This is an optimization exercise on Yosys and OpenROAD, whose aim is small area, not a production implementation.
Only simulation tests tie the RTL to the original design; equivalence was not proved.
Power and IR drop assume default switching activity.

### design/flow/config.mk
export PLATFORM = sky130hd
export DESIGN_NAME = proc
export DESIGN_NICKNAME = proc
export VERILOG_FILES = /design/flow/design.v
export SDC_FILE = /design/flow/constraint.sdc
export NUM_CORES = 8
export LEC_CHECK = 0
export CAP_MARGIN = 20
export CORE_MARGIN = 2
export CORE_UTILIZATION = 40
export SLEW_MARGIN = 20
### design/flow/design.v
module proc(Clock,Reset,Run,data,Done,reg_A,reg_B,contentA,contentB,memoryB,Gtmp,curr_stage,stage,out);
	input Reset, Clock, Run;
	output reg Done;  
	input [15:0]data;
	output reg [2:0]  reg_A;
	output reg [15:0] contentA;
	output reg [15:0] contentB;
	output reg [15:0] memoryB;
	output reg [2:0]  reg_B;
	output reg [1:0]  curr_stage;  
	output reg [15:0]out;
	output reg [3:0]stage;
	(* mem2reg *) reg [15:0] RegisterBank [7:0];  
	(* mem2reg *) reg [15:0] DataMemory [7:0];  
	reg [15:0] instruction;  
	reg [3:0]  instructionIndex; 
	reg [5:0]  imediate;
	reg [15:0] tmpreg;
	reg [15:0] addrreg;  
	output reg [15:0] Gtmp;
	integer i;
	always @(posedge Clock) begin
		if (Run) begin
			if (Reset) begin
				for(i=0;i<8;i=i+1) begin
					RegisterBank[i] = i;
					DataMemory[i] = i;
				end
				Done = 1'b0;
				curr_stage = 2'b00;
				Gtmp = 0;
				tmpreg = 0;
				out = 0;
			end
			if(Done) begin
				Done = 1'b0;
				curr_stage = 2'b00;
			end
			case (curr_stage)
				2'b00:  
				begin
					stage = 4'b1000;
					instruction = data;
					instructionIndex = instruction[15:12];
					reg_A = instruction[11:9];
					reg_B = instruction[8:6];
					imediate = instruction[5:0];
					contentA = RegisterBank[reg_A];
					contentB = RegisterBank[reg_B];
					memoryB = DataMemory[contentB[2:0]];
				end
				2'b01:begin  
				stage = 4'b0100;
				case (instructionIndex)
					4'b0000:  
					begin
						RegisterBank[reg_A] = RegisterBank[reg_B];
						Done = 1'b1;
						contentA = RegisterBank[reg_A];
						out = RegisterBank[reg_A];
					end
					4'b0001:  
					begin
						RegisterBank[reg_A] = {reg_B,imediate};
						Done = 1'b1;
						contentA = RegisterBank[reg_A];
						out = RegisterBank[reg_A];
					end
					4'b0010:  
					begin
						tmpreg = RegisterBank[reg_A];
					end
					4'b0011:  
					begin
						tmpreg = RegisterBank[reg_A];
					end
					4'b0100:  
					begin
						RegisterBank[reg_A] = RegisterBank[reg_A] & RegisterBank[reg_B];
						Done = 1'b1;
						out = RegisterBank[reg_A];
						contentA = RegisterBank[reg_A];
					end
					4'b0101:  
					begin
						if (RegisterBank[reg_A] < RegisterBank[reg_B])
							RegisterBank[reg_A] = 1;
						else
							RegisterBank[reg_A] = 0;
						Done = 1'b1;
						out = RegisterBank[reg_A];
						contentA = RegisterBank[reg_A];
					end
					4'b0110:  
					begin
						RegisterBank[reg_A] = RegisterBank[reg_A] << RegisterBank[reg_B];
						Done = 1'b1;
						out = RegisterBank[reg_A];
						contentA = RegisterBank[reg_A];
					end
					4'b0111:  
					begin
						RegisterBank[reg_A] = RegisterBank[reg_A] >> RegisterBank[reg_B];
						Done = 1'b1;
						out = RegisterBank[reg_A];
						contentA = RegisterBank[reg_A];
					end
					4'b1000:  
					begin
						if (Gtmp != 0) begin
							RegisterBank[reg_A] = RegisterBank[reg_B];
						end
						contentA = RegisterBank[reg_A];
						Done = 1'b1;
					end
					4'b1001:  
					begin
						tmpreg = RegisterBank[reg_B];
					end
					4'b1010:  
					begin
						tmpreg = RegisterBank[reg_A];
					end
				endcase
				end
				2'b10: begin 
				stage = 4'b0010;
				case (instructionIndex)
					4'b0010:  
					begin
						Gtmp = tmpreg + RegisterBank[reg_B];
					end
					4'b0011: 
					begin
						Gtmp = tmpreg - RegisterBank[reg_B];
					end
					4'b1001:  
					begin
						RegisterBank[reg_A] = DataMemory[tmpreg[2:0]];
						Done = 1'b1;
						out = RegisterBank[reg_A];
						contentA = RegisterBank[reg_A];
					end
					4'b1010:  
					begin
						addrreg = RegisterBank[reg_B];
						DataMemory[addrreg[2:0]] = tmpreg;
						Done = 1'b1;
						out = RegisterBank[reg_A];
						memoryB = tmpreg;
					end
				endcase
				end
				2'b11: begin 
				stage = 4'b0001;
				case (instructionIndex)
					4'b0010: 
					begin
						RegisterBank[reg_A] = Gtmp;
						Done = 1'b1;
						contentA = RegisterBank[reg_A];
						out = RegisterBank[reg_A];
					end
					4'b0011: 
					begin
						RegisterBank[reg_A] = Gtmp;
						Done = 1'b1;
						contentA = RegisterBank[reg_A];
						out = RegisterBank[reg_A];
					end
				endcase
				end
			endcase
			curr_stage = curr_stage + 1'b1;
		end
	end
endmodule
### design/flow/run.sh
#!/bin/bash
# synth_recipe.tcl (not shown) runs the flow's synth.tcl, then flattens the netlist and writes it again
# the make line also repeats each setting of config.mk as NAME=value (left out here)
make -C /OpenROAD-flow-scripts/flow DESIGN_CONFIG=/design/flow/config.mk WORK_HOME=/design/flow/orfs CLKGATE_MAP_FILE= SYNTH_SCRIPT=/design/flow/synth_recipe.tcl finish
### design/flow/constraint.sdc
create_clock -name core_clock -period 8.0 [get_ports {Clock}]
set_input_delay 1.6000 -clock core_clock [delete_from_list [all_inputs] [get_ports {Clock}]]
set_output_delay 1.6000 -clock core_clock [all_outputs]
set_load 0.01 [all_outputs]
==> out/metrics.cfg, run 1 <==
[setup_path]
critPathArrivalTime_ns=6.73
worst-path-buf-inv=4
cp_top_family=simple AND/OR/NAND/NOR gates
critPathMaxFanout=22
cp-end-kind=flop
reg2reg_depth=16
cpMaxStageDelayCell=a211oi_4
critical_path_depth=16
worst_ep_required_time_ns=8.44
path_cells=buf_12 > buf_4 > nand2_1 > nor2_1 > a21oi_1 > a211oi_4 > buf_4 > inv_1 > ha_1 > nand4_1 > nor2_1 > o211ai_1 > o31ai_1 > o41a_1 > and3_1 > a41oi_2
critical_path_class=reg -> reg
slowest_delay_ns=0.69
critPathLaunchType=flop

[finish]
nets=5561
final_cell_count_no_fill=6941
area_growth_pct=12.8
drive_gt1_share_pct=11.3

[global_routing]
antenna_found_initial=33
grt_use_total_pct=54.4
busiest_layer=met2
grt_start_max_net_pins=119
grt_use_met2_pct=72.4
grt_first_pass_wirelength_um=407000
overflow=0
grtUsageMet1_pct=65.1
first_global_vias=47600
use_met3_pct=29.0

[timing]
fmax_mhz=159
drv_slew=0
setup_slack_ns=1.72
final.min_clock_period_ns=6.28
worst_pin_slew_ns=1.36
hold_violations=0
post-route-period-util_pct=78.6
rsz0062_at_grt=false
setup_viol=0
finalClockSkew_ns=0.0387
slew_headroom_pct=9.35
tns_ns=0

[routing]
routed_wl_um=302000
wl_per_cell_um=43.6
drt.antenna.violating_nets=0
viasPerCell=7.85
drcViolationCount=0
vias=54500
drtPass1Iterations=10
drt_iter0_drc=11700

[placement]
gp_congestion=1.15
place_ws_ns=1.25
placement.io_buffers=111
dp.cells=6807
dp_hpwl_um=203000

[clocking]
clock_path_buffers=3
cts_buffers=53
cts.repair.resized=0
clk-insertion-delay-late_ns=0.73
ctsHtreeMaxLevel=2
path_clk_slew_ns=0.07
cts_sinks=375
cts_hold_buf=0
cts_root_buf=clkbuf_16
cts.repair_timing.setup_buffer_count=0
cts_tree=done

[floorplanning]
dieArea_um2=106000
fp.coreArea_um2=103000
ioPinCount=112
fp.dieH_um=326
rows=118
start_util_pct=40.2
die_w_um=326

[synthesis]
synth-main-ff-cell=edfxtp_1
ys_types=109
yosysSeqAreaShare_pct=27.2
syn_inst=5576
synthArstFlopShare_pct=0
yosys_warnings=1
synth-seq-cells=375
synthesis.area_um2=41400
synth-edff-count=375
syn_area_per_cell_um2=7.43
synth_nets=5654

[worst_hold_path]
hold_path_depth=2
holdCritPathClass=reg -> reg

[flow_run]
cap_violations=0

[power]
ir_worst_vdd_uv=205
power_per_cell_area_nw_per_um2=179
p_leak_nw=16.5

[run_status]
status=no timing/DRC/antenna violations

[sequential cells by signal, summed over array words and instances, names as in the netlist, 4 cells and up]
register and flops:
DataMemory 128, RegisterBank 128, Gtmp 16, contentA 16, contentB 16, memoryB 16
out 16, tmpreg 16, imediate 6, instructionIndex 4, stage 4
[cells in the final DEF, fill, tap and decap left out, types with 22 or more instances in the layout]
cell type and instances:
o31ai_1 46, a221oi_1 119, a2bb2oi_1 24, mux2i_1 204
a31oi_1 58, a211oi_1 119, buf_4 293, a22o_1 41
mux2_2 44, a22oi_1 78, xnor2_1 23, a21o_1 26
o211ai_1 61, diode_2 34, nor3_1 120, a21oi_1 647
nand3_1 75, nand2b_1 64, nand2_1 772, clkbuf_16 53
o22ai_1 97, clkdlybuf4s50_1 103, o21ai_0 611, o21a_1 30
edfxtp_1 375, ha_1 54, nor2_1 467, inv_1 47
nor2b_1 154, o221ai_1 59, a221o_1 45, or2_2 22
[synth_stat cells (all sizes together) (78+ instances only)]
cell    instances  area share, %
edfxtp        375             27
a22oi          78            1.4
o22ai          98            1.5
nand2         777            7.1
nor2b         155            2.3
nor3          132            1.7
buf           176            2.2
nor2          494            4.5
clkbuf        391            3.5
o21ai         631            7.6
mux2i         204            4.9
a21oi         657            8.0
a211oi        127            2.4
a221oi        122            2.6
[metal layers]
layer	wire length (µm)	share of wire, %	vias up
li1	-	-	21000
met1	104000	34	25700
met2	113000	37	5971
met3	53500	18	1819
met4	31700	10	22
met5	371	0.12	-
[cell families after synthesis]
kind of cell	Yosys count	share of synthesized area [%]
XOR/XNOR	28	0.592
flip-flops	375	27.2
AO/OA/AOI/OAI	2344	36.6
buffers and inverters	632	6.30
AND/OR/NAND/NOR	1872	20.5
adder cells (fa/ha/maj)	59	1.80
multiplexers	266	7.06
[final timing paths]
check	from	endpoint	slack [ns]
setup / recovery	reg_B[1]	contentA[0]	1.72
hold / removal	DataMemory[5][2]	DataMemory[5][2]	0.61
setup reg to reg	reg_B[1]	contentA[0]	1.72
hold reg to reg	DataMemory[5][2]	DataMemory[5][2]	0.61
[worst register-to-register path: cells and delay by family (launching register included)]
family / cells / cell delay (ns)
simple gates: 5 / 1.75
compound gates: 6 / 1.67
buf+inv: 4 / 1.50
flops: 1 / 0.68
fa+ha+maj: 1 / 0.41
[power breakdown]
group          total [mW]  internal [mW]  switching [mW]
sequential           2.59           2.37           0.221
combinational        3.13          0.907            2.22
clock                2.65           1.48            1.16
[cell type report]
cell class	instances	area [µm²]
antenna	34	85.1
clock buffer	64	1370
clock inverter	35	438
fill	10500	56300
inverter	65	250
multi-input combinational	4569	28000
sequential	375	11300
tap	1380	1730
timing repair buffer	419	3580
[metrics by stage]
stage               hold WS (ns)  area, µm²  util, %  power, mW
global placement           0.587      44700     43.4       5.50
CTS                        0.610      46600     45.2       8.08
finish                     0.613      46700     45.4       8.37
detailed placement         0.598      44800     43.5       5.49
floorplan                  0.543      41400        -       4.16
global route               0.649      46700     45.3       8.42
==> run 2: changes to the inputs <==
==> design/flow/design.v (replaced) <==
module proc(Clock,Reset,Run,data,Done,reg_A,reg_B,contentA,contentB,memoryB,Gtmp,curr_stage,stage,out);
	input Reset, Clock, Run;
	input [15:0] data;
	output Done;
	output reg [2:0]  reg_A;
	output reg [2:0]  reg_B;
	output [15:0] contentA;
	output [15:0] contentB;
	output [15:0] memoryB;
	output reg [15:0] Gtmp;
	output reg [1:0]  curr_stage;
	output [3:0] stage;
	output reg [15:0] out;
	reg [15:0] R [0:7];	 
	reg [15:0] M [0:7];	 
	reg [3:0]  op;
	reg [5:0]  imm;
	integer i;
	wire s0 = curr_stage == 2'd0;
	wire s1 = curr_stage == 2'd1;
	wire s2 = curr_stage == 2'd2;
	wire s3 = curr_stage == 2'd3;
	assign stage = {s1, s2, s3, s0};
	wire op_mvnz = op == 4'd8;
	wire one_stage = (op[3:1] == 3'd0) | (op[3:2] == 2'b01) | op_mvnz;	 
	wire two_stage = (op == 4'd9) | (op == 4'd10);
	wire addsub = op[3:1] == 3'b001;
	assign Done = (s2 & one_stage) | (s3 & two_stage) | (s0 & addsub);
	wire pend = Done & ~op_mvnz;
	wire [7:0] selA = pend ? 8'd0 : 8'd1 << reg_A;
	wire [7:0] selB = 8'd1 << reg_B;
	reg [15:0] ra, rb;
	always @* begin
		ra = pend ? out : 16'd0;
		rb = 16'd0;
		for (i = 0; i < 8; i = i + 1) begin
			ra = ra | (R[i] & {16{selA[i]}});
			rb = rb | (R[i] & {16{selB[i]}});
		end
	end
	assign contentA = ra;
	assign contentB = rb;
	wire [7:0] selM = 8'd1 << rb[2:0];
	reg [15:0] rm;
	always @* begin
		rm = 16'd0;
		for (i = 0; i < 8; i = i + 1)
			rm = rm | (M[i] & {16{selM[i]}});
	end
	assign memoryB = rm;
	wire [15:0] a = ra;
	wire [15:0] b = rb;
	wire [16:0] sum = {1'b0, a} + {1'b0, b ^ {16{op[0]}}} + {16'd0, op[0]};
	wire lt = ~sum[16];
	reg [15:0] ar, x, yr;
	always @* begin
		for (i = 0; i < 16; i = i + 1) ar[i] = a[15 - i];
	end
	wire big = |b[15:4];
	wire [15:0] y = big ? 16'd0 : ((op[0] ? a : ar) >> b[3:0]);
	always @* begin
		for (i = 0; i < 16; i = i + 1) yr[i] = y[15 - i];
	end
	reg [15:0] res;
	always @* begin
		case (op)
			4'd0: res = b;
			4'd1: res = {7'd0, reg_B, imm};
			4'd4: res = a & b;
			4'd5: res = {15'd0, lt};
			4'd6: res = yr;
			4'd7: res = y;
			4'd9: res = memoryB;
			4'd10: res = a;
			default: res = Gtmp;
		endcase
	end
	wire fetch = Reset | Done | s0;
	wire upd_out = ~Reset & ((s1 & (one_stage & ~op_mvnz)) | (s2 & two_stage) | (s3 & addsub));
	wire wr_mvnz = ~Reset & s1 & op_mvnz & (Gtmp != 16'd0);
	wire wr_commit = ~Reset & pend;
	wire wr_mem = ~Reset & s2 & (op == 4'd10);
	wire wr_g = ~Reset & s2 & addsub;
	wire [15:0] wd = op_mvnz ? b : out;
	always @(posedge Clock) begin
		if (Run) begin
			for (i = 0; i < 8; i = i + 1) begin
				if (Reset)
					R[i] <= i;
				else if ((wr_commit | wr_mvnz) && reg_A == i)
					R[i] <= wd;
				if (Reset)
					M[i] <= i;
				else if (wr_mem && b[2:0] == i)
					M[i] <= a;
			end
			if (Reset)
				Gtmp <= 16'd0;
			else if (wr_g)
				Gtmp <= sum[15:0];
			if (Reset)
				out <= 16'd0;
			else if (upd_out)
				out <= res;
			if (fetch) begin
				op <= data[15:12];
				reg_A <= data[11:9];
				reg_B <= data[8:6];
				imm <= data[5:0];
				curr_stage <= 2'd1;
			end else begin
				curr_stage <= curr_stage + 2'd1;
			end
		end
	end
endmodule
--- a/design/flow/config.mk
+++ b/design/flow/config.mk
@@ -6,4 +6,5 @@
 export NUM_CORES = 8
 export LEC_CHECK = 0
+export ABC_AREA = 1
 export CAP_MARGIN = 20
 export CORE_MARGIN = 2
==> run 2 against run 1 <==
Net effect:
- highest routed layer is now met4
- final area down 59%
- still clean
- non-clock buffer count shrank 280
- hold slack better by 0.058 ns
- sequential cell count down 69
==> out/metrics.cfg, run 2 <==
[run_status]
status=no timing/DRC/antenna violations

[synthesis]
syn_inst=1685
yosys_warnings=3
synth-main-ff-cell=edfxtp_1
synthTopCellsByArea=edfxtp_1 57%, nand2_1 8.6%, nand3_1 7.1%
synth-edff-count=306
yosysSeqAreaShare_pct=56.5
synth-seq-cells=306
synth_top_area_share_pct=56.5
yosysMostFrequentCell=nand2_1
synthArstFlopShare_pct=0
synthesis.area_um2=16300
ys_types=51
synth_area_leader_cell=edfxtp_1
synthTopCellsByCount=372 x nand2_1, 306 x edfxtp_1, 232 x nand3_1, 125 x inv_1, 110 x a21oi_1
synth_nets=1724
syn_area_per_cell_um2=9.65

[power]
ir_worst_vdd_uv=142
p_leak_nw=7.23
power_per_cell_area_nw_per_um2=241
finalPower_mw=4.59

[timing]
post-route-period-util_pct=80.6
drv_slew=0
setup_viol=0
tns_ns=0
slew_headroom_pct=30.1
final.min_clock_period_ns=6.45
whs_ns=0.671
rsz0062_at_grt=false
fmax_mhz=155
finalClockSkew_ns=0.0181
setup_slack_ns=1.55
hold_violations=0
worst_pin_slew_ns=1.04

[global_routing]
grt_start_max_net_pins=60
first_global_vias=13200
grt_first_pass_wirelength_um=88400
overflow=0
antenna_found_initial=0
grt_use_total_pct=29.0

[finish]
drive_gt1_share_pct=11.4
area_growth_pct=17.0
n_antenna_cell=0
layout_commonest_cell=nand2_1
final_cell_count_no_fill=2337
nets=1825
final_cell_mix=372 x nand2_1, 306 x edfxtp_1, 232 x nand3_1

[routing]
drt.antenna.violating_nets=0
drtPass1Iterations=5
viasPerCell=5.95
wl_per_cell_um=26.0
drt_iter0_drc=1859
routed_wl_um=60700
drcViolationCount=0
vias=13900

[setup_path]
critPathArrivalTime_ns=4.85
critPathLaunchType=flop
r2r_start=op[0]
cp_top_family=buffers and inverters
cp-end-kind=primary output
worst-path-buf-inv=4
critical_path_class=reg -> out
path_cells=buf_4 > inv_4 > nor2_2 > nand2_2 > nand2_2 > nand2_2 > nand3_2 > nand2_4 > buf_4 > o21ai_1 > nor2_2 > nand2_1 > clkdlybuf4s50_1
crit_path_start=op[0]
slowest_delay_ns=0.65
worst_ep_required_time_ns=6.40
critPathMaxFanout=59
cpMostUsedCell=nand2_2
cpMaxStageDelayCell=edfxtp_1

[placement]
gp_congestion=1.01
placement.io_buffers=111
dp.cells=2272
dp_hpwl_um=42500
place_ws_ns=2.03

[floorplanning]
rows=73
dieArea_um2=42300
start_util_pct=40.7
fp.coreArea_um2=39900
die_w_um=206
ioPinCount=112
fp.dieH_um=206

[clocking]
cts.repair.resized=0
cts.repair_timing.setup_buffer_count=0
clock_path_buffers=3
cts_hold_buf=0
cts_tree=done
clk-insertion-delay-late_ns=0.56
ctsHtreeMaxLevel=2
path_clk_slew_ns=0.06
cts_root_buf=clkbuf_16
cts_buffers=36
cts_sinks=306

[worst_hold_path]
holdCritPathClass=reg -> reg
holdCritStartpoint=curr_stage[0]

[flow_run]
cap_violations=0

## run 2: per-stage QoR
stage	util (%)	area, µm²
2_1_floorplan	-	16300
3_3_place_gp	44.7	17800
3_5_place_dp	44.7	17800
4_1_cts	47.6	19000
5_1_grt	47.6	19000
6_report	47.6	19000
## run 2: worst paths after layout
path | slack, ns | end | cells after the start
min | 0.67 | curr_stage[0] | 1
min reg2reg | 0.67 | curr_stage[0] | 1
max reg2reg | 1.90 | out[0] | 29
max | 1.55 | contentA[6] | 13
## run 2: final cells by class
class / count / area, µm²
clock buffer: 44 / 952
sequential: 306 / 9190
multi-input combinational: 1156 / 6140
tap: 525 / 657
inverter: 147 / 562
clock inverter: 20 / 186
timing repair buffer: 139 / 1330
fill: 3731 / 20900
## run 2: power breakdown
group          total, mW  internal, mW  switching (mW)  leakage, nW
clock network       1.63         0.946           0.679        0.549
logic               1.01         0.321           0.689         3.74
registers           1.95          1.90          0.0575         2.94
total               4.59          3.16            1.43         7.23
## run 2: kinds of logic after synthesis
| logic type | share of synthesized area (%) |
|---|---|
| compound gates | 10.5 |
| xor+xnor | 0.808 |
| fa+ha+maj | 1.59 |
| buf+inv | 6.46 |
| flops | 56.5 |
| simple gates | 24.2 |
## run 2: per-layer routing
layer	share of wire [%]	up-vias	wire length [µm]	GRT usage, %
met4	4.6	0	2780	12.1
met5	0	-	0	0
met2	44	872	26600	43.8
met1	42	6707	25400	40.9
met3	9.8	164	5950	5.56
li1	-	6156	-	-
==> run 3: changes to the inputs <==
--- a/design/flow/design.v
+++ b/design/flow/design.v
@@ -53,13 +53,19 @@
 	wire [16:0] sum = {1'b0, a} + {1'b0, b ^ {16{op[0]}}} + {16'd0, op[0]};
 	wire lt = ~sum[16];
-	reg [15:0] ar, x, yr;
+	wire sh = op[3:1] == 3'b011;
+	wire shl_op = sh & ~op[0];
+	wire shr_op = sh & op[0];
+	reg [15:0] x [0:4];
+	integer k;
 	always @* begin
-		for (i = 0; i < 16; i = i + 1) ar[i] = a[15 - i];
+		x[0] = a;
+		for (k = 0; k < 4; k = k + 1)
+			for (i = 0; i < 16; i = i + 1)
+				x[k+1][i] = (~(sh & b[k]) & x[k][i])
+					| ((shl_op & b[k] & (i >= (1 << k))) ? x[k][(i - (1 << k)) & 15] : 1'b0)
+					| ((shr_op & b[k] & (i + (1 << k) < 16)) ? x[k][(i + (1 << k)) & 15] : 1'b0);
 	end
-	wire big = |b[15:4];
-	wire [15:0] y = big ? 16'd0 : ((op[0] ? a : ar) >> b[3:0]);
-	always @* begin
-		for (i = 0; i < 16; i = i + 1) yr[i] = y[15 - i];
-	end
+	wire big = sh & (|b[15:4]);
+	wire [15:0] y = big ? 16'd0 : x[4];
 	reg [15:0] res;
 	always @* begin
@@ -69,8 +75,6 @@
 			4'd4: res = a & b;
 			4'd5: res = {15'd0, lt};
-			4'd6: res = yr;
-			4'd7: res = y;
+			4'd6, 4'd7, 4'd10: res = y;
 			4'd9: res = memoryB;
-			4'd10: res = a;
 			default: res = Gtmp;
 		endcase
==> design/flow/flow/run.sh (new file) <==
#!/bin/bash
# Standard ORFS layout with three changes: an area-oriented ABC script for
# the final technology mapping, minimum-size buffers on the ports, and a
# clock tree of small clock buffers without dummy loads.
set -euo pipefail
W=$(pwd)
cat > "$W/flow_synth.tcl" <<EOT
proc abc {args} {
  set i [lsearch -exact \$args -script]
  if {\$i >= 0} { lset args [expr {\$i + 1}] $W/flow/area.abc }
  yosys abc {*}\$args
}
source $W/synth_recipe.tcl
EOT
CTS="-sink_clustering_enable -repair_clock_nets -dont_use_dummy_load -buf_list sky130_fd_sc_hd__clkbuf_4 -sink_clustering_size 9 -sink_clustering_max_diameter 50"
bash "$W/standard.sh" SYNTH_SCRIPT="$W/flow_synth.tcl" \
  "BUFFER_PORTS_ARGS=-buffer_cell sky130_fd_sc_hd__buf_1" \
  "CTS_ARGS=$CTS" finish > "$W/flow.log" 2>&1
==> design/flow/flow/area.abc (new file) <==
strash
ifraig
scorr
dc2
strash
&get -n
&st
&dch -f
&nf -a
&put
==> design/flow/standard.sh (new file) <==
#!/bin/bash
# synth_recipe.tcl (not shown) runs the flow's synth.tcl, then flattens the netlist and writes it again
# the make line also repeats each setting of config.mk as NAME=value (left out here)
make -C /OpenROAD-flow-scripts/flow DESIGN_CONFIG=/design/flow/config.mk WORK_HOME=/design/flow/orfs CLKGATE_MAP_FILE= SYNTH_SCRIPT=/design/flow/synth_recipe.tcl "${@:-finish}"
--- a/design/flow/config.mk
+++ b/design/flow/config.mk
@@ -6,7 +6,6 @@
 export NUM_CORES = 8
 export LEC_CHECK = 0
-export ABC_AREA = 1
 export CAP_MARGIN = 20
 export CORE_MARGIN = 2
-export CORE_UTILIZATION = 40
+export CORE_UTILIZATION = 60
 export SLEW_MARGIN = 20
removed: design/flow/run.sh
==> run 3 against run 2 <==
Net effect:
- count of clock-buffer cells in the layout shrank 3
- sequential cell count is the same
- via count shrank 18%
- final area down 18%
- fmax fell by 6.8%
- critical path type is now reg -> reg
- setup slack got worse by 0.47 ns
- core utilization grew 21 points
- synthesized cell count is 38% lower
- sequential power barely moved
- non-clock buffer count up 13
- cell count is 34% lower
- global-route usage increased by 6.8 points
==> out/metrics.cfg, run 3 <==
[synthesis]
synthTopCellsByCount=306 x edfxtp_1, 119 x nor2_1, 98 x a222oi_1, 53 x a22oi_1, 49 x nand2_1
synthArstFlopShare_pct=0
synth-edff-count=306
synth-seq-cells=306
synth-main-ff-cell=edfxtp_1
synth_area_leader_cell=edfxtp_1
yosysMostFrequentCell=edfxtp_1
synthesis.area_um2=14000
yosysSeqAreaShare_pct=65.5
syn_inst=1046
yosys_warnings=4
syn_area_per_cell_um2=13.4
ys_types=52
synth_top_area_share_pct=65.5
synth_nets=1082
synthTopCellsByArea=edfxtp_1 66%, a222oi_1 7.0%, nor2_1 3.2%

[floorplanning]
rows=55
die_w_um=157
ioPinCount=112
dieArea_um2=24600
fp.coreArea_um2=22800
start_util_pct=61.6
fp.dieH_um=157

[power]
p_comb_share_pct=21.9
p_sw_mw=1.06
pwr-share-clk_pct=21.1
seqPwrFrac_pct=57.1
power_per_cell_area_nw_per_um2=220
p_int_mw=2.36
swShare_pct=30.9
ir_worst_vdd_uv=139
p_leak_nw=5.01

[setup_path]
r2r_start=op[2]
crit_path_start=op[2]
critPathArrivalTime_ns=7.29
critPathMaxFanout=27
critical_path_depth=25
worst-path-buf-inv=4
critPathLaunchType=flop
crit_end=Gtmp[15]
worst_ep_required_time_ns=8.37
cp-end-kind=flop
reg2reg_to=Gtmp[15]
critical_path_class=reg -> reg
reg2reg_depth=25
cpMaxStageDelayCell=a31oi_2
slowest_delay_ns=0.73
cpMostUsedCell=o21ai_0
cp_top_family=compound AO/OA/AOI/OAI gates
r2r_slack_ns=1.08

[clocking]
clock_path_buffers=3
cts.repair.resized=0
cts_root_buf=clkbuf_4
cts_buffers=41
path_clk_slew_ns=0.11
cts.repair_timing.setup_buffer_count=0
clk-insertion-delay-late_ns=0.67
cts_hold_buf=0
cts_tree=done
cts_sinks=306
ctsHtreeMaxLevel=2

[global_routing]
grt_start_max_net_pins=53
grt_use_total_pct=35.7
overflow=0
antenna_found_initial=1
first_global_vias=10500
grt_first_pass_wirelength_um=64600

[finish]
layout_commonest_cell=edfxtp_1
drive_gt1_share_pct=8.42
regArea_um2=9190
area_growth_pct=10.9
nFillCells=1710
fin_util_pct=68.3
final_cell_mix=306 x edfxtp_1, 111 x nor2_1, 110 x buf_1
nets=1273
final_area_um2=15600
multi_input_area_um2=4790

[placement]
gp_congestion=0.971
dp_hpwl_um=29200
placement.io_buffers=111
place_area_um2=15200

[flow_run]
cap_violations=0

[timing]
finalClockSkew_ns=0.0919
worst_pin_slew_ns=1.10
tns_ns=0
post-route-period-util_pct=86.5
setup_viol=0
fmax_mhz=144
drv_slew=0
hold_violations=0
slew_headroom_pct=26.5
rsz0062_at_grt=false
final.min_clock_period_ns=6.92

[worst_hold_path]
holdCritPathClass=reg -> reg

[routing]
drt_iter0_drc=2068
routed_wl_um=43800
vias=11400
wl_per_cell_um=28.3
viasPerCell=7.35
drcViolationCount=0
drtPass1Iterations=13
drt.antenna.violating_nets=0

[run_status]
status=no timing/DRC/antenna violations

==> run 3: cells by family (layout without fill, tap and decap cells) <==
group | count (synthesis) | in the layout | synth area share (%)
AND/OR/NAND/NOR | 315 | 315 | 10.8
AO/OA/AOI/OAI | 350 | 350 | 19.8
flip-flops | 306 | 306 | 65.5
XOR/XNOR | 17 | 17 | 1.06
adder cells (fa/ha/maj) | 18 | 18 | 1.64
buffers and inverters | 40 | 229 | 1.18
other | 0 | 2 | 0
==> run 3: area by class of cell <==
type | instances | share of cell area (%)
Sequential cell | 306 | 59.1
Tap cell | 313 | 2.52
Multi-Input combinational cell | 700 | 30.8
Clock buffer | 41 | 1.98
Inverter | 36 | 0.869
Timing Repair Buffer | 152 | 4.68
Antenna cell | 2 | 0.0322
==> run 3: worst min path at each step <==
stage | start | end | slack [ns] | depth (start not counted)
2_1_floorplan | imm[1] | out[1] | 0.61 | 2
3_3_place_gp | curr_stage[0] | curr_stage[0] | 0.63 | 1
3_5_place_dp | curr_stage[0] | curr_stage[0] | 0.65 | 1
4_1_cts | Gtmp[13] | out[13] | 0.66 | 2
5_1_grt | Gtmp[14] | out[14] | 0.72 | 2
6_report | curr_stage[0] | curr_stage[0] | 0.67 | 1
==> run 3: worst register-to-register path, cell delays in order, from the launching register on <==
cell and delay, ns:
edfxtp_1 0.60, nor4b_4 0.34, buf_4 0.37, o31ai_1 0.20, a31oi_2 0.73, buf_4 0.32
nor3_2 0.07, buf_4 0.22, a222oi_1 0.34, and3_1 0.47, clkinv_1 0.20, ha_1 0.33
o211a_1 0.12, o21ai_0 0.22, a21oi_1 0.12, o21ai_0 0.21, a21oi_1 0.13, o211ai_1 0.26
a31oi_1 0.15, o21ai_0 0.21, a21boi_0 0.15, o21ai_0 0.27, a21boi_0 0.16, o21a_1 0.20
nor3_1 0.17, nor3_1 0.09
==> run 3: power by group through the flow <==
stage                     combinational (mW)  clock, mW  sequential (mW)
after floorplan                        0.446          0             1.97
after detailed placement               0.723          0             1.99
after CTS                              0.728      0.726             1.95
final                                  0.748      0.721             1.95
after global routing                   0.804      0.781             1.96
after global placement                 0.718          0             1.99
==> run 3: stage by stage <==
step                hold slack, ns  setup slack (ns)  total power [mW]  std cells
detailed placement           0.652              1.26              2.71       1506
floorplan                    0.614             0.269              2.42       1046
CTS                          0.655              1.24              3.40       1547
finish                       0.675              1.08              3.42       1550
global route                 0.719             0.586              3.55       1550
global placement             0.628              1.51              2.70       1506
==> run 3: layer usage <==
| metal | vias to the layer above | part of all wire [%] | track usage (%) |
|---|---|---|---|
| met4 | 0 | 3.2 | 12.4 |
| met3 | 131 | 16 | 10.2 |
| met5 | - | 0 | 0 |
| li1 | 4840 | - | - |
| met1 | 5383 | 39 | 53.9 |
| met2 | 1043 | 42 | 49.9 |
==> run 4: changes to the inputs <==
--- a/design/flow/design.v
+++ b/design/flow/design.v
@@ -16,5 +16,5 @@
 	reg [3:0]  op;
 	reg [5:0]  imm;
-	integer i;
+	integer i, k;
 	wire s0 = curr_stage == 2'd0;
 	wire s1 = curr_stage == 2'd1;
@@ -53,9 +53,8 @@
 	wire [16:0] sum = {1'b0, a} + {1'b0, b ^ {16{op[0]}}} + {16'd0, op[0]};
 	wire lt = ~sum[16];
-	wire sh = op[3:1] == 3'b011;
+	wire sh = s1 & (op[3:1] == 3'b011);
 	wire shl_op = sh & ~op[0];
 	wire shr_op = sh & op[0];
 	reg [15:0] x [0:4];
-	integer k;
 	always @* begin
 		x[0] = a;
@@ -68,42 +67,42 @@
 	wire big = sh & (|b[15:4]);
 	wire [15:0] y = big ? 16'd0 : x[4];
-	reg [15:0] res;
-	always @* begin
-		case (op)
-			4'd0: res = b;
-			4'd1: res = {7'd0, reg_B, imm};
-			4'd4: res = a & b;
-			4'd5: res = {15'd0, lt};
-			4'd6, 4'd7, 4'd10: res = y;
-			4'd9: res = memoryB;
-			default: res = Gtmp;
-		endcase
-	end
+	wire np = ~pend & ~Reset;
+	wire s_b   = np & (op[2:0] == 3'd0);		 
+	wire s_mvi = np & (op == 4'd1);
+	wire s_and = np & (op == 4'd4);
+	wire s_slt = np & (op == 4'd5);
+	wire s_sum = np & addsub;
+	wire s_mem = np & (op == 4'd9);
+	wire s_y   = ~Reset & (pend | (op[3:1] == 3'b011) | (op == 4'd10));
+	wire [15:0] res = (b & {16{s_b}})
+		| ({7'd0, reg_B, imm} & {16{s_mvi}})
+		| (a & b & {16{s_and}})
+		| ({15'd0, lt} & {16{s_slt}})
+		| (sum[15:0] & {16{s_sum}})
+		| (memoryB & {16{s_mem}})
+		| (y & {16{s_y}});
+	wire [2:0] res1 = res[2:0] | {3{Reset}};
 	wire fetch = Reset | Done | s0;
-	wire upd_out = ~Reset & ((s1 & (one_stage & ~op_mvnz)) | (s2 & two_stage) | (s3 & addsub));
-	wire wr_mvnz = ~Reset & s1 & op_mvnz & (Gtmp != 16'd0);
-	wire wr_commit = ~Reset & pend;
-	wire wr_mem = ~Reset & s2 & (op == 4'd10);
-	wire wr_g = ~Reset & s2 & addsub;
-	wire [15:0] wd = op_mvnz ? b : out;
+	wire upd_out = (s1 & (one_stage & ~op_mvnz)) | (s2 & two_stage) | (s3 & addsub);
+	wire wr_r = pend | (s1 & op_mvnz & (Gtmp != 16'd0));
+	wire wr_mem = s2 & (op == 4'd10);
+	wire wr_g = s2 & addsub;
 	always @(posedge Clock) begin
 		if (Run) begin
 			for (i = 0; i < 8; i = i + 1) begin
-				if (Reset)
-					R[i] <= i;
-				else if ((wr_commit | wr_mvnz) && reg_A == i)
-					R[i] <= wd;
-				if (Reset)
-					M[i] <= i;
-				else if (wr_mem && b[2:0] == i)
-					M[i] <= a;
+				if (Reset | (wr_r & (reg_A == i))) begin
+					R[i][15:3] <= res[15:3];
+					for (k = 0; k < 3; k = k + 1)
+						R[i][k] <= ((i >> k) & 1) ? res1[k] : res[k];
+				end
+				if (Reset | (wr_mem & (b[2:0] == i))) begin
+					M[i][15:3] <= res[15:3];
+					for (k = 0; k < 3; k = k + 1)
+						M[i][k] <= ((i >> k) & 1) ? res1[k] : res[k];
+				end
 			end
-			if (Reset)
-				Gtmp <= 16'd0;
-			else if (wr_g)
-				Gtmp <= sum[15:0];
-			if (Reset)
-				out <= 16'd0;
-			else if (upd_out)
+			if (Reset | wr_g)
+				Gtmp <= res;
+			if (Reset | upd_out)
 				out <= res;
 			if (fetch) begin
==> design/flow/flow/area.abc (replaced) <==
strash
ifraig
scorr
dc2
dc2
strash
&get -n
&st
&dch -f
&nf -a -R 1000
&put
==> run 4 against run 3 <==
Net effect:
- area after synthesis shrank 3.2%
- non-clock buffer count is 7 higher
- synthesized cell count decreased by 9.8%
- via count decreased by 5.9%
- setup slack worse by 0.58 ns
- sequential cell count did not move
- cell count decreased by 7.9%
- count of clock-buffer cells in the layout is 1 higher
- largest power group unchanged
==> out/metrics.cfg, run 4 <==
[clocking]
cts.repair_timing.setup_buffer_count=0
path_clk_slew_ns=0.09
ctsHtreeMaxLevel=2
cts_sinks=306
cts_buffers=42
cts_tree=done
clock_path_buffers=3
cts_hold_buf=0
cts_root_buf=clkbuf_4
clk-insertion-delay-late_ns=0.71

[setup_path]
slowest_delay_ns=0.56
cpMaxStageDelayCell=nor3_1
cpMostUsedCell=o21ai_0
reg2reg_depth=32
critical_path_class=reg -> reg
critPathArrivalTime_ns=7.71
critPathLaunchType=flop
cp-end-kind=flop
worst_ep_required_time_ns=8.20
critPathMaxFanout=19

[timing]
post-route-period-util_pct=93.8
drv_slew=0
slew_headroom_pct=25.6
whs_ns=0.652
fmax_mhz=133
worst_pin_slew_ns=1.12
hold_violations=0
setup_viol=0
finalClockSkew_ns=0.122
final.min_clock_period_ns=7.51

[placement]
dp_hpwl_um=29400
gp_congestion=0.987
placement.io_buffers=111

[finish]
nFillCells=1664
drive_gt1_share_pct=9.90
fin_util_pct=67.4
final_cell_mix=306 x edfxtp_1, 111 x buf_1, 100 x a222oi_1
area_growth_pct=11.4
nets=1178
layout_commonest_cell=edfxtp_1

[global_routing]
grt_start_max_net_pins=26
grt_first_pass_wirelength_um=64300
first_global_vias=9898
antenna_found_initial=2
overflow=0
grt_use_total_pct=37.0

[synthesis]
synth-main-ff-cell=edfxtp_1
synth-seq-cells=306
yosys_warnings=4
synthTopCellsByArea=edfxtp_1 68%, a222oi_1 7.4%, a22oi_1 2.9%
ys_types=47
synth_area_leader_cell=edfxtp_1
syn_inst=944
synthTopCellsByCount=306 x edfxtp_1, 100 x a222oi_1, 65 x nand2_1, 53 x a22oi_1, 44 x a21oi_1
synthesis.area_um2=13600
synth-edff-count=306
syn_area_per_cell_um2=14.4
synthArstFlopShare_pct=0
yosysSeqAreaShare_pct=67.7
synth_top_area_share_pct=67.7
synth_nets=979
yosysMostFrequentCell=edfxtp_1

[floorplanning]
rows=55
start_util_pct=60.5
ioPinCount=112
die_w_um=154
dieArea_um2=23800
fp.dieH_um=154
fp.coreArea_um2=22400

[flow_run]
cap_violations=0

[routing]
drtPass1Iterations=17
drt.antenna.violating_nets=0
routed_wl_um=44600
drt_iter0_drc=2088
wl_per_cell_um=31.2
vias=10700
viasPerCell=7.51
drcViolationCount=0

[worst_hold_path]
holdCritPathClass=reg -> reg
hold_path_depth=1

[power]
power_per_cell_area_nw_per_um2=232
ir_worst_vdd_uv=155
p_leak_nw=4.91

[run_status]
status=no timing/DRC/antenna violations

-- run 4: cell types whose count changed after synthesis, moves of 8 or more --
cell / before / now
o221ai_1: 2 / 14
o22a_1: 13 / 4
nor2b_1: 6 / 22
nor2_1: 119 / 36
nor3_1: 30 / 10
a31oi_1: 21 / 1
clkinv_1: 36 / 25
nand2_1: 49 / 65
nand3_1: 28 / 36
a21oi_1: 28 / 44
-- run 4: where the power goes --
group / internal [mW] / total [mW] / switching (mW)
clock: 0.241 / 0.727 / 0.485
combinational: 0.240 / 0.801 / 0.561
sequential: 1.92 / 1.98 / 0.0561
total: 2.40 / 3.51 / 1.10
-- run 4: kinds of logic after synthesis --
family                     after synthesis  share of synthesized area (%)
buffers and inverters                   29                          0.912
AOI/OAI and AO/OA                      331                           19.3
and+or+nand+nor                        235                           8.87
xor gates and xnor gates                27                           1.74
DFF                                    306                           67.7
adders and majority gates               16                           1.53
-- run 4: worst max-delay path: cells and delay by family (launching register included) --
kind | cells | cell delay (ns)
fa+ha+maj | 1 | 0.33
flops | 1 | 0.49
buf+inv | 5 | 0.88
simple gates | 13 | 2.66
compound gates | 13 | 2.72
-- run 4: repair_timing --
action / in CTS / in global routing
gates resized for setup: 0 / 1
endpoints found under the hold margin: 0 / 0
setup endpoints to repair: 0 / 18
-- run 4: per-layer routing --
metal | vias to the layer above | track usage [%] | share of wire [%] | wire length, µm
li1 | 4489 | - | - | -
met1 | 5198 | 54.5 | 37 | 16700
met2 | 902 | 55.1 | 44 | 19600
met3 | 128 | 8.18 | 15 | 6510
met4 | 2 | 13.0 | 3.9 | 1730
met5 | - | 0 | 0.016 | 7
-- run 4: worst paths after layout --
check / from / endpoint / slack [ns]
worst max-delay path: op[1] / M[4][15] / 0.49
worst max register to register: op[1] / M[4][15] / 0.49
worst min register to register: curr_stage[0] / curr_stage[0] / 0.65
worst min-delay path: curr_stage[0] / curr_stage[0] / 0.65
-- run 4: final cells by class --
cell class	count	area (µm²)	share of cell area (%)
Timing Repair Buffer	159	777	5.14
Clock buffer	42	315	2.08
Antenna cell	2	5.00	0.0331
Sequential cell	306	9190	60.7
Inverter	25	93.8	0.620
Tap cell	285	357	2.36
Multi-Input combinational cell	609	4390	29.0
-- run 4: stage by stage --
| step | cell area, µm² | setup slack, ns | total power, mW | TNS (ns) | cells |
|---|---|---|---|---|---|
| 2_1_floorplan | 13600 | 0.0857 | 2.44 | 0 | 944 |
| 3_3_place_gp | 14800 | 0.841 | 2.78 | 0 | 1384 |
| 3_5_place_dp | 14800 | 0.591 | 2.79 | 0 | 1384 |
| 4_1_cts | 15100 | 0.611 | 3.49 | 0 | 1426 |
| 5_1_grt | 15100 | -0.125 | 3.63 | -1.95 | 1427 |
| 6_report | 15100 | 0.495 | 3.51 | 0 | 1428 |
==> run 5: changes to the inputs <==
--- a/design/flow/design.v
+++ b/design/flow/design.v
@@ -51,5 +51,16 @@
 	wire [15:0] a = ra;
 	wire [15:0] b = rb;
-	wire [16:0] sum = {1'b0, a} + {1'b0, b ^ {16{op[0]}}} + {16'd0, op[0]};
+	reg [16:0] sum;
+	reg [16:0] cy;
+	reg [15:0] bx;
+	always @* begin
+		bx = b ^ {16{op[0]}};
+		cy[0] = op[0];
+		for (i = 0; i < 16; i = i + 1) begin
+			sum[i] = a[i] ^ bx[i] ^ cy[i];
+			cy[i+1] = (a[i] & bx[i]) | (cy[i] & (a[i] ^ bx[i]));
+		end
+		sum[16] = cy[16];
+	end
 	wire lt = ~sum[16];
 	wire sh = s1 & (op[3:1] == 3'b011);
==> design/flow/flow/run.sh (replaced) <==
#!/bin/bash
# Standard ORFS layout with these changes: an area-oriented ABC script for
# the final technology mapping, stronger drivers on high-fanout nets before
# placement, minimum-size buffers on the ports, and a clock tree of small
# clock buffers without dummy loads.
set -euo pipefail
W=$(pwd)
cat > "$W/flow_synth.tcl" <<EOT
proc abc {args} {
  set i [lsearch -exact \$args -script]
  if {\$i >= 0} { lset args [expr {\$i + 1}] $W/flow/area.abc }
  yosys abc {*}\$args
}
source $W/synth_recipe.tcl
EOT
CTS="-sink_clustering_enable -repair_clock_nets -dont_use_dummy_load -buf_list sky130_fd_sc_hd__clkbuf_4 -sink_clustering_size 9 -sink_clustering_max_diameter 50"
export UPSIZE_FO=12 UPSIZE_FO4=40
bash "$W/standard.sh" SYNTH_SCRIPT="$W/flow_synth.tcl" \
  "BUFFER_PORTS_ARGS=-buffer_cell sky130_fd_sc_hd__buf_1" \
  "CTS_ARGS=$CTS" PRE_GLOBAL_PLACE_TCL="$W/flow/upsize.tcl" finish > "$W/flow.log" 2>&1
==> design/flow/flow/area.abc (replaced) <==
strash
ifraig
scorr
dc2
strash
&get -n
&st
&dch -f
&nf -a -R 1000
&put
mfs3 -a
==> design/flow/flow/upsize.tcl (new file) <==
# Give the drivers of high-fanout nets a stronger size before placement, so
# that repair_design needs fewer buffers.
set db [ord::get_db]
set block [ord::get_db_block]
set n_up 0
foreach net [$block getNets] {
  if {[$net getSigType] ne "SIGNAL"} continue
  set fo 0
  set drv ""
  foreach it [$net getITerms] {
    if {[$it isOutputSignal]} { set drv $it } elseif {[$it isInputSignal]} { incr fo }
  }
  if {$drv eq "" || $fo < $::env(UPSIZE_FO)} continue
  set inst [$drv getInst]
  set m [[$inst getMaster] getName]
  if {[regexp {df|buf|inv|ha_|fa_} $m]} continue
  if {![regexp {^(.*)_([01])$} $m -> base sz]} continue
  set target "${base}_2"
  if {$fo >= $::env(UPSIZE_FO4)} { set target "${base}_4" }
  set nm [$db findMaster $target]
  if {$nm eq "NULL"} { set nm [$db findMaster "${base}_2"] }
  if {$nm eq "NULL"} continue
  $inst swapMaster $nm
  incr n_up
}
puts "upsize.tcl: upsized $n_up drivers"
--- a/design/flow/config.mk
+++ b/design/flow/config.mk
@@ -8,4 +8,4 @@
 export CAP_MARGIN = 20
 export CORE_MARGIN = 2
-export CORE_UTILIZATION = 60
+export CORE_UTILIZATION = 66
 export SLEW_MARGIN = 20
==> run 5 against run 4 <==
Net effect:
- the layout now fails its checks (setup timing)
- non-clock buffer count rose by 63
- setup slack got worse by 0.69 ns
- area after synthesis fell by 2.4%
- sequential power barely moved
- sequential cell count did not move
- hold slack improved by 0.060 ns
- cell count fell by 2.1%
- synthesized cell count fell by 8.3%
- global-route usage rose by 5.8 points
- clock power barely moved
- final area rose by 3.7%
- core utilization rose by 13 points
- largest cell class unchanged
==> out/metrics.cfg, run 5 <==
[run_status]
status=failed layout checks
so_faults=setup timing

[global_routing]
grt_first_pass_wirelength_um=66500
antenna_found_initial=3
first_global_vias=10600
grt_use_total_pct=42.8
grt_start_max_net_pins=27
overflow=0

[finish]
multi_input_area_um2=4420
area_growth_pct=18.5
regArea_um2=9190
layout_commonest_cell=edfxtp_1
drive_gt1_share_pct=23.4
final_cell_mix=306 x edfxtp_1, 118 x a222oi_1, 111 x buf_1
fin_util_pct=80.1
nets=1169
final_area_um2=15700
final_cell_count_no_fill=1398
nFillCells=1150

[floorplanning]
ioPinCount=112
fp.dieH_um=146
rows=51
fp.coreArea_um2=19600
start_util_pct=67.6
die_w_um=146
dieArea_um2=21200

[synthesis]
synth-simple-area-share_pct=7.27
synthAdderAreaFrac_pct=2.64
muxShareOfSynthArea_pct=0
yosys_warnings=4
synth_top_family_by_area=compound AO/OA/AOI/OAI gates
yosysSeqAreaShare_pct=69.4
synth_area_leader_cell=edfxtp_1
synthesis.area_um2=13200
syn_area_per_cell_um2=15.3
synth-seq-cells=306
synth-main-ff-cell=edfxtp_1
synthTopCellsByArea=edfxtp_1 69%, a222oi_1 8.9%, a22oi_1 2.6%
synth_compound_area_share_pct=18.9
synth_top_area_share_pct=69.4
synthTopCellsByCount=306 x edfxtp_1, 118 x a222oi_1, 57 x nand2_1, 49 x nand3_1, 46 x a22oi_1
ys_types=40
synth_xor_area_share_pct=0.992
syn_inst=866
yosysMostFrequentCell=edfxtp_1
synth_nets=904
synthArstFlopShare_pct=0
synth-edff-count=306

[clocking]
ctsHtreeMaxLevel=2
cts_buffers=42
clock_path_buffers=3
clk-insertion-delay-late_ns=0.73
cts_sinks=306
path_clk_slew_ns=0.10
cts_hold_buf=0
cts_tree=done
cts_root_buf=clkbuf_4

[timing]
fmax_mhz=122
drv_slew=0
slew_headroom_pct=23.9
final.min_clock_period_ns=8.20
worst_pin_slew_ns=1.14
setup_slack_ns=-0.196
finalClockSkew_ns=0.0642
setup_viol=36
rsz0062_at_grt=true
post-route-period-util_pct=102
hold_violations=0

[setup_path]
slowest_delay_ns=0.45
critical_path_class=reg -> reg
critPathLaunchType=flop
cpMaxStageDelayCell=edfxtp_1
critPathMaxFanout=5
critPathArrivalTime_ns=8.65
worst_ep_required_time_ns=8.45
cpMostUsedCell=fa_2
cp-end-kind=flop

[worst_hold_path]
holdCritPathClass=reg -> reg

[routing]
routed_wl_um=46500
drtPass1Iterations=12
drt.antenna.violating_nets=0
vias=11100
wl_per_cell_um=33.3
drt_iter0_drc=3174
drcViolationCount=0
viasPerCell=7.93

[power]
power_per_cell_area_nw_per_um2=230
ir_worst_vdd_uv=173
p_leak_nw=5.21

[placement]
place_area_um2=14800
gp_congestion=1.08
dp.cells=1301
placement.io_buffers=111
dp_hpwl_um=29200

[flow_run]
cap_violations=0

## run 5: cell types whose count changed after synthesis, moves of 8 or more
cell      change
nand3_1      +13
o22a_1       +15
nor2b_1      -10
nand2_1       -8
a222oi_1     +18
fa_1         +14
a21oi_1      -29
ha_1         -11
and3_1       -16
o211ai_1      -9
o221ai_1     -11
## run 5: final timing paths
path	start	slack, ns	depth (start not counted)	endpoint
min reg2reg	curr_stage[0]	0.71	2	curr_stage[0]
max	op[1]	-0.20	33	M[1][15]
max reg2reg	op[1]	-0.20	33	M[1][15]
min	curr_stage[0]	0.71	2	curr_stage[0]
## run 5: worst max-delay path, delay by kind of cell, from the launching register on
kind | cells | cell delay [ns]
AO/OA/AOI/OAI | 5 | 1.16
adder cells (fa/ha/maj) | 15 | 4.78
buffers and inverters | 4 | 0.46
flip-flops | 1 | 0.45
AND/OR/NAND/NOR | 9 | 1.08
## run 5: cell type report
class                           count  share of cell area (%)
Tap cell                          265                    2.11
Antenna cell                        4                  0.0638
Clock buffer                       42                    2.01
Timing Repair Buffer              222                    8.55
Sequential cell                   306                    58.5
Multi-Input combinational cell    536                    28.1
Inverter                           23                   0.590
## run 5: where the power goes
part	leakage [nW]	switching, mW	internal, mW
combinational	2.06	0.594	0.301
sequential	2.96	0.0643	1.93
clock	0.193	0.486	0.241
## run 5: logic make-up (layout without fill, tap and decap cells)
family          Yosys count  in the layout
fa+ha+maj                19             19
other cells               0              4
xor+xnor                 15             15
simple gates            197            199
flops                   306            306
compound gates          302            303
buf+inv                  27            287
## run 5: stage by stage
step / setup WS [ns] / power, mW / hold WS [ns] / setup TNS, ns
4_1_cts: 0.00122 / 3.50 / 0.715 / 0
6_report: -0.196 / 3.61 / 0.712 / -4.19
2_1_floorplan: -0.428 / 2.42 / 0.651 / -12.57
3_3_place_gp: -0.0821 / 2.74 / 0.669 / -1.47
3_5_place_dp: -0.525 / 2.77 / 0.706 / -12.89
5_1_grt: -0.418 / 3.69 / 0.759 / -11.11
## run 5: timing repair
action | in CTS | in global routing
gates resized for setup | 7 | 28
buffers inserted | 33 | 18
gates cloned | 2 | 3
setup endpoints to repair | 54 | 262
pin swaps | 6 | 23
## run 5: routing by layer
metal	vias to the layer above	track usage (%)	routed length [µm]
met4	0	24.3	3760
met2	1295	61.2	19600
met1	5117	55.9	14600
met5	-	0	0
li1	4351	-	-
met3	320	17.8	8550
==> run 6: changes to the inputs <==
--- a/design/flow/design.v
+++ b/design/flow/design.v
@@ -26,6 +26,6 @@
 	wire two_stage = (op == 4'd9) | (op == 4'd10);
 	wire addsub = op[3:1] == 3'b001;
-	assign Done = (s2 & one_stage) | (s3 & two_stage) | (s0 & addsub);
-	wire pend = Done & ~op_mvnz;
+	reg pend;
+	assign Done = pend | (op_mvnz & s2);
 	wire [7:0] selA = pend ? 8'd0 : 8'd1 << reg_A;
 	wire [7:0] selB = 8'd1 << reg_B;
@@ -52,14 +52,26 @@
 	wire [15:0] b = rb;
 	reg [16:0] sum;
-	reg [16:0] cy;
-	reg [15:0] bx;
+	reg [15:0] bx, p0, g, pp;
+	integer j;
 	always @* begin
 		bx = b ^ {16{op[0]}};
-		cy[0] = op[0];
-		for (i = 0; i < 16; i = i + 1) begin
-			sum[i] = a[i] ^ bx[i] ^ cy[i];
-			cy[i+1] = (a[i] & bx[i]) | (cy[i] & (a[i] ^ bx[i]));
-		end
-		sum[16] = cy[16];
+		p0 = a ^ bx;
+		g = a & bx;
+		pp = p0;
+		g[0] = g[0] | (pp[0] & op[0]);
+		for (k = 1; k <= 4; k = k + 1)
+			for (j = (1 << k) - 1; j < 16; j = j + (1 << k)) begin
+				g[j] = g[j] | (pp[j] & g[j - (1 << (k - 1))]);
+				pp[j] = pp[j] & pp[j - (1 << (k - 1))];
+			end
+		for (k = 4; k > 0; k = k - 1)
+			for (j = (1 << k) + (1 << (k - 1)) - 1; j < 16; j = j + (1 << k)) begin
+				g[j] = g[j] | (pp[j] & g[j - (1 << (k - 1))]);
+				pp[j] = pp[j] & pp[j - (1 << (k - 1))];
+			end
+		sum[0] = p0[0] ^ op[0];
+		for (j = 1; j < 16; j = j + 1)
+			sum[j] = p0[j] ^ g[j - 1];
+		sum[16] = g[15];
 	end
 	wire lt = ~sum[16];
@@ -117,4 +129,5 @@
 			if (Reset | upd_out)
 				out <= res;
+			pend <= ~fetch & upd_out;
 			if (fetch) begin
 				op <= data[15:12];
==> run 6 against run 5 <==
Net effect:
- the run now finishes clean
- via count fell by 2.8%
- die area is 2.0% higher
- register-to-register slack improved by 2.3 ns
- largest cell class unchanged
- clock skew increased by 0.018 ns
- hold slack worse by 0.030 ns
- sequential power about the same
- critical path type is now reg -> out
==> out/metrics.cfg, run 6 <==
[run_status]
status=no timing/DRC/antenna violations

[floorplanning]
ioPinCount=112
fp.dieH_um=147
dieArea_um2=21700
rows=52
die_w_um=147
fp.coreArea_um2=20200
start_util_pct=67.1

[routing]
vias=10800
drcViolationCount=0
viasPerCell=7.81
drt_iter0_drc=2063
wl_per_cell_um=31.9
drtPass1Iterations=13
routed_wl_um=44100
drt.antenna.violating_nets=0

[worst_hold_path]
holdCritPathClass=reg -> reg
hold_path_depth=1

[power]
power_per_cell_area_nw_per_um2=229
ir_worst_vdd_uv=162
p_leak_nw=4.89

[placement]
dp.cells=1335
gp_congestion=0.957
dp_hpwl_um=28900
placement.io_buffers=111

[synthesis]
yosys_warnings=4
syn_inst=944
synth-seq-cells=307
synth-main-ff-cell=edfxtp_1
ys_types=42
syn_area_per_cell_um2=14.3
synthArstFlopShare_pct=0
synth_area_leader_cell=edfxtp_1
synthesis.area_um2=13500
synthTopCellsByArea=edfxtp_1 68%, a222oi_1 7.7%, a22oi_1 3.3%
synth-edff-count=307
synthTopCellsByCount=307 x edfxtp_1, 104 x a222oi_1, 72 x nand2_1, 63 x nor2_1, 59 x a22oi_1
synth_nets=988
yosysMostFrequentCell=edfxtp_1
yosysSeqAreaShare_pct=68.2
synth_top_area_share_pct=68.2

[clocking]
cts.repair.resized=0
cts_root_buf=clkbuf_4
cts.repair_timing.setup_buffer_count=0
path_clk_slew_ns=0.09
clk-insertion-delay-late_ns=0.69
cts_sinks=307
clock_path_buffers=3
cts_tree=done
cts_hold_buf=0
cts_buffers=42
ctsHtreeMaxLevel=2

[timing]
final.min_clock_period_ns=6.18
drv_slew=0
hold_violations=0
fmax_mhz=162
rsz0062_at_grt=false
post-route-period-util_pct=77.3
setup_viol=0
finalClockSkew_ns=0.0825
worst_pin_slew_ns=1.25
slew_headroom_pct=16.9
tns_ns=0

[finish]
final_cell_count_no_fill=1380
drive_gt1_share_pct=11.0
layout_commonest_cell=edfxtp_1
nets=1154
area_growth_pct=9.96
nFillCells=1326
final_cell_mix=307 x edfxtp_1, 111 x buf_1, 104 x a222oi_1

[setup_path]
critical_path_class=reg -> out
critPathLaunchType=flop
worst_ep_required_time_ns=6.40
cp-end-kind=primary output
critPathMaxFanout=17
reg2reg_depth=23
path_cells=nand2_1 > nor2_2 > a222oi_1 > a21boi_0 > and4_1 > clkinv_1 > nand2_1 > nor2_2 > a222oi_1 > nand3_1 > buf_1
worst-path-buf-inv=2
critPathArrivalTime_ns=4.58
critical_path_depth=11
slowest_delay_ns=0.75
cpMaxStageDelayCell=nor2_2
cp_top_family=simple AND/OR/NAND/NOR gates

[global_routing]
grt_use_total_pct=40.7
grt_first_pass_wirelength_um=64300
antenna_found_initial=2
overflow=0
first_global_vias=9951
grt_start_max_net_pins=27

[flow_run]
cap_violations=0

==> run 6: worst reg2reg max path, stage by stage, from the launching register on <==
cell,delay (ns)
edfxtp_1,0.58
nand2_1,0.12
nor2_2,0.75
a222oi_1,0.20
a21boi_0,0.19
and4_1,0.31
xnor2_1,0.23
fa_1,0.22
clkinv_1,0.08
a21oi_1,0.13
nor2_1,0.07
nor2_1,0.18
o21ai_0,0.16
nand3_1,0.11
nand2_1,0.08
nand3_1,0.09
nand2_1,0.09
a21o_1,0.19
a21o_1,0.20
a21o_1,0.18
a21o_1,0.20
fa_1,0.44
o21ai_0,0.20
nand4_2,0.44
==> run 6: layer usage <==
| layer | GRT usage (%) | up-vias | wire, µm | share of wire (%) |
|---|---|---|---|---|
| met3 | 12.7 | 224 | 7070 | 16 |
| met5 | 0 | - | 0 | 0 |
| met1 | 57.9 | 5069 | 15400 | 35 |
| li1 | - | 4386 | - | - |
| met4 | 19.1 | 0 | 2760 | 6.3 |
| met2 | 58.3 | 1092 | 18900 | 43 |
==> run 6: logic make-up after synthesis <==
kind of cell	Yosys count	synth area share [%]
adders and majority gates	25	2.70
xor gates and xnor gates	19	1.23
DFF	307	68.2
and+or+nand+nor	246	8.45
buffers and inverters	30	0.943
AOI/OAI and AO/OA	316	18.4
muxes	1	0.0740
==> run 6: layout make-up <==
class | instances | area, µm² | share of cell area [%]
multi-input combinational | 607 | 4370 | 29.4
sequential | 307 | 9220 | 62.0
clock buffer | 42 | 315 | 2.12
tap | 270 | 338 | 2.27
timing repair buffer | 126 | 529 | 3.56
antenna | 2 | 5.00 | 0.0336
inverter | 26 | 97.6 | 0.656
==> run 6: through the flow <==
step	worst slack (ns)	area [µm²]	power [mW]	hold slack [ns]	util [%]
detailed placement	2.27	14500	2.67	0.667	72.1
floorplan	2.15	13500	2.37	0.648	-
global route	1.70	14900	3.50	0.716	73.7
global placement	2.44	14500	2.66	0.629	72.1
CTS	1.93	14900	3.36	0.686	73.7
finish	1.82	14900	3.40	0.682	73.7
==> run 6: path summary, 6_finish.rpt <==
check / start / end / slack [ns]
worst max-delay path: reg_B[0] / memoryB[6] / 1.82
worst min register to register: curr_stage[0] / curr_stage[0] / 0.68
worst min-delay path: curr_stage[0] / curr_stage[0] / 0.68
worst max register to register: reg_B[0] / M[0][15] / 2.11
==> run 6: report_power, final <==
part,internal (mW),switching [mW]
clock network,0.241,0.490
registers,1.92,0.0657
logic,0.188,0.493

[static timing again, ports no longer ideal]
In the flow no input, the clock included, has a driving cell. The finished layouts below were timed again as built, in two steps. Step 1: set_driving_cell puts a clkbuf_16 on Clock and a buf_2 on each other input, an assumption about the parent block. Step 2, shift: input delay + t, output delay - t, t = (earliest + latest rising clock arrival at the registers) / 2. This alone moves slack from input paths to output paths. Slacks: ideal ports / drivers / drivers and shift; pairs: ideal ports / drivers.
| run | t, ns | slack for setup (ns) | worst data-port slew with drivers (ns) |
|---|---|---|---|
| run 1 | 0.784 | 1.716 / 1.716 / 0.971 | 0.05 |
| run 2 | 0.603 | 1.550 / 1.496 / 1.898 | 0.04 |
| run 3 | 0.676 | 1.076 / 1.076 / 1.076 | 0.04 |
| run 4 | 0.693 | 0.495 / 0.495 / 0.495 | 0.04 |
| run 5 | 0.738 | -0.196 / -0.196 / -0.196 | 0.04 |
| run 6 | 0.688 | 1.819 / 1.775 / 2.110 | 0.06 |
The setup slack of run 1, which loses most, moves by 0.000 ns with the drivers and by -0.745 ns with both steps.
